Background: an optimization exercise with open tools, aiming at small area. Do not read the settings as production practice.
Only simulation tests tie the RTL to the original design; equivalence was not proved.

==> 01-06 <==
==> flow/design.v <==
module top
(
    input clk,
    input rst,
    input [7:0] switch,
    input [3:0] button,
    output [7:0] LEDrow,
    output [7:0] LEDcol
);
function automatic pol(input integer i);
    pol = (i % 2) == 0;
endfunction
function automatic pl(input integer i);
    pl = pol(i) ^ ((i / 8) % 2);
endfunction
genvar i, j;
wire rstn = ~rst;
localparam [14:0] D_RST = 15'h7f7e;
reg  [14:0] dn;
wire [14:0] dv, dn_d;
for (i = 0; i < 15; i = i + 1) begin : g_dv
    assign dv[i] = dn[i] ^ pol(i);
end
wire dlow1 = &dv[13:0];
wire tick  = dlow1 & dv[14];
wire dfb   = ~(dv[14] ^ dv[13]) ^ dlow1;
for (i = 0; i < 15; i = i + 1) begin : g_dn
    wire prev = (i == 0) ? dfb : dn[(i == 0) ? 0 : i - 1];
    if (D_RST[i] ^ pol(i)) begin : g1
        c_nand2 u (.a(rstn), .b(prev), .y(dn_d[i]));
    end else begin : g0
        c_nor2 u (.a(rst), .b(prev), .y(dn_d[i]));
    end
    always @(posedge clk) dn[i] <= dn_d[i];
end
wire t1 = tick & rstn;
wire t0 = ~tick & rstn;
reg  [1:0] bf, bs, br1, br2;
wire [1:0] bf_d, bs_d, br1_d;
for (i = 0; i < 2; i = i + 1) begin : g_btn
    c_a22o uf (.a1(t1), .a2(button[i]), .b1(t0), .b2(bf[i]), .y(bf_d[i]));
    c_a22o us (.a1(t1), .a2(bf[i]), .b1(t0), .b2(bs[i]), .y(bs_d[i]));
    c_a32o ur (.a1(t1), .a2(bs[i]), .a3(bf[i]), .b1(t0), .b2(br1[i]), .y(br1_d[i]));
    always @(posedge clk) begin
        bf[i] <= bf_d[i];
        bs[i] <= bs_d[i];
        br1[i] <= br1_d[i];
        br2[i] <= br1[i] & rstn;
    end
end
wire load = br2[0];
reg rise_d;                  
always @(posedge clk) rise_d <= br1[1] & ~br2[1] & rstn;
localparam [63:0] RV_RST = 64'h0123456789ABCDEF;
reg  [63:0] n;
wire [63:0] n_d;
reg rx;
wire [7:0] swn = ~switch;
wire [7:0] swr, swnr;        
for (i = 0; i < 8; i = i + 1) begin : g_sw
    c_nor2 ua (.a(swn[i]), .b(rst), .y(swr[i]));
    c_nor2 ub (.a(switch[i]), .b(rst), .y(swnr[i]));
end
wire ld_a = ~load | rst;
wire ld_b =  load | rst;
wire ld_c =  load & rstn;
wire ld_d = ~load & rstn;
for (i = 0; i < 64; i = i + 1) begin : g_n
    wire y = (i == 0) ? rx : n[(i == 0) ? 0 : i - 1];
    localparam integer PP = (i == 0) ? 0 : pl(i - 1);
    localparam integer R  = RV_RST[i] ^ pl(i);
    if (pl(i) != PP) begin : ginv
        if (R == 0) begin : g0
            c_o22ai u (.a1(ld_a), .a2(pl(i) ? switch[i % 8] : swn[i % 8]),
                       .b1(ld_b), .b2(y), .y(n_d[i]));
        end else begin : g1
            c_o22ai u (.a1(ld_d), .a2(pl(i) ? swr[i % 8] : swnr[i % 8]),
                       .b1(ld_b), .b2(y), .y(n_d[i]));
        end
    end else begin : gbuf
        if (R == 0) begin : g0
            c_a22o u (.a1(ld_c), .a2(pl(i) ? swn[i % 8] : switch[i % 8]),
                      .b1(ld_d), .b2(y), .y(n_d[i]));
        end else begin : g1
            c_o22a u (.a1(ld_a), .a2(pl(i) ? swn[i % 8] : switch[i % 8]),
                      .b1(ld_b), .b2(y), .y(n_d[i]));
        end
    end
    always @(posedge clk) n[i] <= n_d[i];
end
wire rfb = ~((n[63] ^ pl(63)) ^ (n[62] ^ pl(62)) ^ (n[60] ^ pl(60)) ^ (n[59] ^ pl(59)));
wire rx_d;
c_a22o u_rx (.a1(ld_d), .a2(rfb), .b1(ld_c), .b2(rx), .y(rx_d));
always @(posedge clk) rx <= rx_d;
reg [1:0] idx;
reg  [25:0] cn;
wire [25:0] cv, cn_d;
reg g;
for (i = 0; i < 26; i = i + 1) begin : g_cv
    assign cv[i] = cn[i] ^ pol(i);
end
wire cfb = ~(cv[25] ^ cv[4]);
wire eq0 = (cv & 26'h3ff7a81) == (26'h260ca75 & 26'h3ff7a81);    
wire eq1 = (cv & 26'h3bffc59) == (26'h0133cb7 & 26'h3bffc59);    
wire eq2 = (cv & 26'h3fffbf8) == (26'h0f6b563 & 26'h3fffbf8);    
wire eq3 = (cv & 26'h3f7f7ff) == (26'h13cab14 & 26'h3f7f7ff);    
wire fire = (~idx[1] & ~idx[0] & (eq0 | g)) | (~idx[1] & idx[0] & eq1) |
            ( idx[1] &  idx[0] & eq2)       | ( idx[1] & ~idx[0] & eq3);
wire crl  = rst | fire;
wire crln = ~crl;
for (i = 0; i < 26; i = i + 1) begin : g_cn
    wire prev = (i == 0) ? cfb : cn[(i == 0) ? 0 : i - 1];
    if (pol(i)) begin : g1
        c_nand2 u (.a(crln), .b(prev), .y(cn_d[i]));
    end else begin : g0
        c_nor2 u (.a(crl), .b(prev), .y(cn_d[i]));
    end
    always @(posedge clk) cn[i] <= cn_d[i];
end
always @(posedge clk) begin
    if (rst) begin
        idx <= 0; g <= 0;
    end else begin
        if (rise_d) idx <= {idx[0], ~idx[1]};
        g <= ~fire & (g | eq0);
    end
end
reg  [63:0] dq;
wire [63:0] dq_d;
wire f_a = ~fire | rst;
wire f_b =  fire | rst;
wire f_c =  fire & rstn;
wire f_d = ~fire & rstn;
for (i = 0; i < 64; i = i + 1) begin : g_dq
    if (pl(i)) begin : g1
        c_o22a u (.a1(f_a), .a2(n[i]), .b1(f_b), .b2(dq[i]), .y(dq_d[i]));
    end else begin : g0
        c_a22o u (.a1(f_c), .a2(n[i]), .b1(f_d), .b2(dq[i]), .y(dq_d[i]));
    end
    always @(posedge clk) dq[i] <= dq_d[i];
end
reg  [13:0] rn;
wire [13:0] rcv, rn_d;
for (i = 0; i < 14; i = i + 1) begin : g_rcv
    assign rcv[i] = rn[i] ^ pol(i);
end
wire rfb2 = ~(rcv[13] ^ rcv[0]);
wire step = (rcv & 14'h3ff8) == (14'h0999 & 14'h3ff8);    
wire rrl  = rst | step;
wire rrln = ~rrl;
for (i = 0; i < 14; i = i + 1) begin : g_rn
    wire prev = (i == 0) ? rfb2 : rn[(i == 0) ? 0 : i - 1];
    if (pol(i)) begin : g1
        c_nand2 u (.a(rrln), .b(prev), .y(rn_d[i]));
    end else begin : g0
        c_nor2 u (.a(rrl), .b(prev), .y(rn_d[i]));
    end
    always @(posedge clk) rn[i] <= rn_d[i];
end
reg [2:0] k;
reg started;
always @(posedge clk) begin
    k[0] <= rstn & (k[0] ^ step);
    k[1] <= rstn & (k[1] ^ (step & k[0]));
    k[2] <= rstn & (k[2] ^ (step & k[0] & k[1]));
    started <= rstn & (started | step);
end
for (i = 0; i < 8; i = i + 1) begin : g_row
    assign LEDrow[i] = ~(started & (k == ((i + 1) % 8)));
end
reg  [63:0] aq;
wire [63:0] aq_d;
wire fl  = step & (k == 3'd0);
wire fln = ~fl;
for (i = 0; i < 64; i = i + 1) begin : g_aq
    c_o22ai u (.a1(fl), .a2(aq[(i + 8) % 64]), .b1(fln), .b2(dq[i]), .y(aq_d[i]));
    always @(posedge clk) aq[i] <= aq_d[i];
end
wire cs  = step & started & rstn;    
wire csn = ~cs;
wire ch  = ~step & rstn;             
wire chn = step | rst;
reg  [7:0] cq;
wire [7:0] cq_d;
for (i = 0; i < 8; i = i + 1) begin : g_col
    if (pol(7 - i)) begin : g1
        c_o22a u (.a1(csn), .a2(aq[8 + 7 - i]), .b1(chn), .b2(cq[i]), .y(cq_d[i]));
        assign LEDcol[i] = ~cq[i];
    end else begin : g0
        c_a22o u (.a1(cs), .a2(aq[8 + 7 - i]), .b1(ch), .b2(cq[i]), .y(cq_d[i]));
        assign LEDcol[i] = cq[i];
    end
    always @(posedge clk) cq[i] <= cq_d[i];
end
endmodule
module c_nor2 (input a, input b, output y);
assign y = ~(a | b);
endmodule
module c_nand2 (input a, input b, output y);
assign y = ~(a & b);
endmodule
module c_nand3 (input a, input b, input c, output y);
assign y = ~(a & b & c);
endmodule
module c_nand2b (input a_n, input b, output y);
assign y = ~(~a_n & b);
endmodule
module c_nand3b (input a_n, input b, input c, output y);
assign y = ~(~a_n & b & c);
endmodule
module c_o22ai (input a1, input a2, input b1, input b2, output y);
assign y = ~((a1 | a2) & (b1 | b2));
endmodule
module c_a22oi (input a1, input a2, input b1, input b2, output y);
assign y = ~((a1 & a2) | (b1 & b2));
endmodule
module c_a22o (input a1, input a2, input b1, input b2, output y);
assign y = (a1 & a2) | (b1 & b2);
endmodule
module c_a32o (input a1, input a2, input a3, input b1, input b2, output y);
assign y = (a1 & a2 & a3) | (b1 & b2);
endmodule
module c_o22a (input a1, input a2, input b1, input b2, output y);
assign y = (a1 | a2) & (b1 | b2);
endmodule
module c_a222oi (input a1, input a2, input b1, input b2, input c1, input c2, output y);
assign y = ~((a1 & a2) | (b1 & b2) | (c1 & c2));
endmodule
==> flow/flow/run.sh <==
#!/bin/bash
# The standard flow (the standard.sh, unchanged synthesis), with these
# layout choices changed:
#  * ports are buffered with buf_1 instead of the default buffer cell;
#  * clock tree: clkbuf_4 buffers, sink clusters of at most 11 flops within
#    50 um, and no dummy load cells;
#  * after global routing, gates off the critical paths are downsized
#    (ORFS's RECOVER_POWER step).
# standard.sh's full output (make and every tool) goes to standard.log here;
# ORFS keeps each step's own log under orfs/logs/.
set -euo pipefail
bash standard.sh \
  BUFFER_PORTS_ARGS="-buffer_cell sky130_fd_sc_hd__buf_1" \
  CTS_ARGS="-sink_clustering_enable -repair_clock_nets -dont_use_dummy_load -buf_list sky130_fd_sc_hd__clkbuf_4 -sink_clustering_size 11 -sink_clustering_max_diameter 50" \
  RECOVER_POWER=100 \
  finish > standard.log 2>&1
==> flow/standard.sh <==
#!/bin/bash
# synth_recipe.tcl (not shown) runs the flow's synth.tcl, then flattens the netlist and writes it again
# the make line also repeats each setting of config.mk as NAME=value (left out here)
make -C /OpenROAD-flow-scripts/flow DESIGN_CONFIG=/design/flow/config.mk WORK_HOME=/design/flow/orfs CLKGATE_MAP_FILE= SYNTH_SCRIPT=/design/flow/synth_recipe.tcl "${@:-finish}"
==> flow/config.mk <==
export PLATFORM = sky130hd
export DESIGN_NAME = top
export DESIGN_NICKNAME = top
export VERILOG_FILES = /design/flow/design.v
export SDC_FILE = /design/flow/constraint.sdc
export NUM_CORES = 4
export LEC_CHECK = 0
export ABC_AREA = 0
export ABC_CLOCK_PERIOD_IN_PS = 10000
export CAP_MARGIN = 0
export CORE_MARGIN = 2
export CORE_UTILIZATION = 65
export SLEW_MARGIN = 0
export SYNTH_HIERARCHICAL = 1
==> flow/constraint.sdc <==
create_clock -name core_clock -period 10.0 [get_ports {clk}]
set_input_delay 2.0000 -clock core_clock [delete_from_list [all_inputs] [get_ports {clk}]]
set_output_delay 2.0000 -clock core_clock [all_outputs]
set_load 0.01 [all_outputs]
==> 12-20: changes against 01-06 <==
--- a/flow/design.v
+++ b/flow/design.v
@@ -100,9 +100,9 @@
     assign cv[i] = cn[i] ^ pol(i);
 end
-wire cfb = ~(cv[25] ^ cv[4]);
-wire eq0 = (cv & 26'h3ff7a81) == (26'h260ca75 & 26'h3ff7a81);    
-wire eq1 = (cv & 26'h3bffc59) == (26'h0133cb7 & 26'h3bffc59);    
-wire eq2 = (cv & 26'h3fffbf8) == (26'h0f6b563 & 26'h3fffbf8);    
-wire eq3 = (cv & 26'h3f7f7ff) == (26'h13cab14 & 26'h3f7f7ff);    
+wire cfb = ~(cv[25] ^ cv[5] ^ cv[1] ^ cv[0]);
+wire eq0 = (cv & 26'h3fdfaa0) == (26'h3d6eac1 & 26'h3fdfaa0);    
+wire eq1 = (cv & 26'h3f7fcb8) == (26'h1e6003a & 26'h3f7fcb8);    
+wire eq2 = (cv & 26'h3fddfea) == (26'h260859b & 26'h3fddfea);    
+wire eq3 = (cv & 26'h3fffbf7) == (26'h25f4042 & 26'h3fffbf7);    
 wire fire = (~idx[1] & ~idx[0] & (eq0 | g)) | (~idx[1] & idx[0] & eq1) |
             ( idx[1] &  idx[0] & eq2)       | ( idx[1] & ~idx[0] & eq3);
@@ -145,6 +145,6 @@
     assign rcv[i] = rn[i] ^ pol(i);
 end
-wire rfb2 = ~(rcv[13] ^ rcv[0]);
-wire step = (rcv & 14'h3ff8) == (14'h0999 & 14'h3ff8);    
+wire rfb2 = ~(rcv[13] ^ rcv[4] ^ rcv[2] ^ rcv[0]);
+wire step = (rcv & 14'h3ff5) == (14'h2d25 & 14'h3ff5);    
 wire rrl  = rst | step;
 wire rrln = ~rrl;
@@ -174,19 +174,26 @@
 wire fln = ~fl;
 for (i = 0; i < 64; i = i + 1) begin : g_aq
-    c_o22ai u (.a1(fl), .a2(aq[(i + 8) % 64]), .b1(fln), .b2(dq[i]), .y(aq_d[i]));
+    c_o22ai u (.a1(fl), .a2(aq[(i + 56) % 64]), .b1(fln), .b2(dq[i]), .y(aq_d[i]));
     always @(posedge clk) aq[i] <= aq_d[i];
 end
-wire cs  = step & started & rstn;    
-wire csn = ~cs;
-wire ch  = ~step & rstn;             
-wire chn = step | rst;
+wire [3:0] sm;               
+wire sr = step & rstn & started;
+for (i = 0; i < 4; i = i + 1) begin : g_sm
+    assign sm[i] = sr & (k[1:0] == i);
+end
+wire hold = ~step & rstn;
+wire cz = rstn & (started | ~step);
 reg  [7:0] cq;
 wire [7:0] cq_d;
 for (i = 0; i < 8; i = i + 1) begin : g_col
+    wire u0y, u1y;
+    c_a222oi u0 (.a1(sm[1]), .a2(aq[8*1 + 7 - i]), .b1(sm[2]), .b2(aq[8*3 + 7 - i]),
+                 .c1(sm[3]), .c2(aq[8*5 + 7 - i]), .y(u0y));
+    c_a22o   u1 (.a1(sm[0]), .a2(aq[8*7 + 7 - i]), .b1(hold), .b2(cq[i]), .y(u1y));
     if (pol(7 - i)) begin : g1
-        c_o22a u (.a1(csn), .a2(aq[8 + 7 - i]), .b1(chn), .b2(cq[i]), .y(cq_d[i]));
+        c_nand3b u2 (.a_n(u1y), .b(u0y), .c(cz), .y(cq_d[i]));
         assign LEDcol[i] = ~cq[i];
     end else begin : g0
-        c_a22o u (.a1(cs), .a2(aq[8 + 7 - i]), .b1(ch), .b2(cq[i]), .y(cq_d[i]));
+        c_nand2b u2 (.a_n(u1y), .b(u0y), .y(cq_d[i]));
         assign LEDcol[i] = cq[i];
     end
==> flow/run.sh (new file) <==
#!/bin/bash
# synth_recipe.tcl (not shown) runs the flow's synth.tcl, then flattens the netlist and writes it again
# the make line also repeats each setting of config.mk as NAME=value (left out here)
make -C /OpenROAD-flow-scripts/flow DESIGN_CONFIG=/design/flow/config.mk WORK_HOME=/design/flow/orfs CLKGATE_MAP_FILE= SYNTH_SCRIPT=/design/flow/synth_recipe.tcl finish
Settings changed: CAP_MARGIN 0 to 20, CORE_UTILIZATION 65 to 40, CTS_BUF_LIST set to sky130_fd_sc_hd__clkbuf_4, CTS_CLUSTER_DIAMETER set to 50, CTS_CLUSTER_SIZE set to 10, SLEW_MARGIN 0 to 20.
removed: flow/flow/run.sh
removed: flow/standard.sh
==> results.cfg <==
[power_and_ir_drop]
swShare = 0.2281
finalPower_mw = 1.668
p_clk_frac = 0.282

[yosys]
muxShareOfSynthArea = 0.002463
yosys-top-cells-area = dfxtp_1 67%, o22ai_1 9.3%, a22o_1 5.2%

[run]
cap_viol_max_count = 0

[place]
dpl_cell_area_sq_um = 8775
dp_hpwl_um = 11200

[status]
run_status = timing/DRC/antenna clean

[setup_path]
cp_max_fo = 34
crit_arrival_ps = 4650

[timing]
period_needed_ps = 4089
skew_ps = 66.42
The numbers above come from 12-20.

==> results.cfg <==
[status]
run_status = finished with violations
so.violations = capacitance limit, slew limit

[setup_path]
cp_max_fo = 65
worst-path-stages = 8

[power_and_ir_drop]
seq_power_share = 0.700
swShare = 0.2210
p_comb_frac = 0.031
p_clk_frac = 0.269
powerClk_mw = 0.434

[layout]
multi_input_area_share = 0.2801

[place]
dpl_cell_area_sq_um = 8199
dp_hpwl_um = 9953

[run]
cap_viol_max_count = 3

[yosys]
muxShareOfSynthArea = 0.001267
yosysWarnings = 7

[route]
routed-wl-met3_um = 753

[timing]
drv_slew = 165
period_needed_ps = 5923
The numbers above come from 01-06.

## port drivers added, routing unchanged
In the flow no input, the clock included, has a driving cell. The finished layouts below were timed again as built, in two steps.
Step 1 (the two cells are an assumption about what drives the block):
set clk [get_ports {clk}]
set_driving_cell -lib_cell sky130_fd_sc_hd__clkbuf_16 $clk
set_driving_cell -lib_cell sky130_fd_sc_hd__buf_2 [delete_from_list [all_inputs] $clk]
Step 2 moves the port delays by t, midway between the first and last clock arrival at a register: inputs arrive t later, outputs are due t later. That takes back most of the time a late clock gives input paths.
a / b / c = ideal ports / drivers / drivers and shift; a / b = the first two.
run	shift t [ns]	setup WS [ns]	hold WS [ns]
01-06	0.657	4.077 / 4.077 / 3.671	0.381 / 0.381 / 0.381
12-20	0.707	5.911 / 5.930 / 5.224	0.373 / 0.373 / 0.373
For 12-20, which loses most, drivers alone change the setup slack by +0.019 ns; drivers and shift together by -0.687 ns.
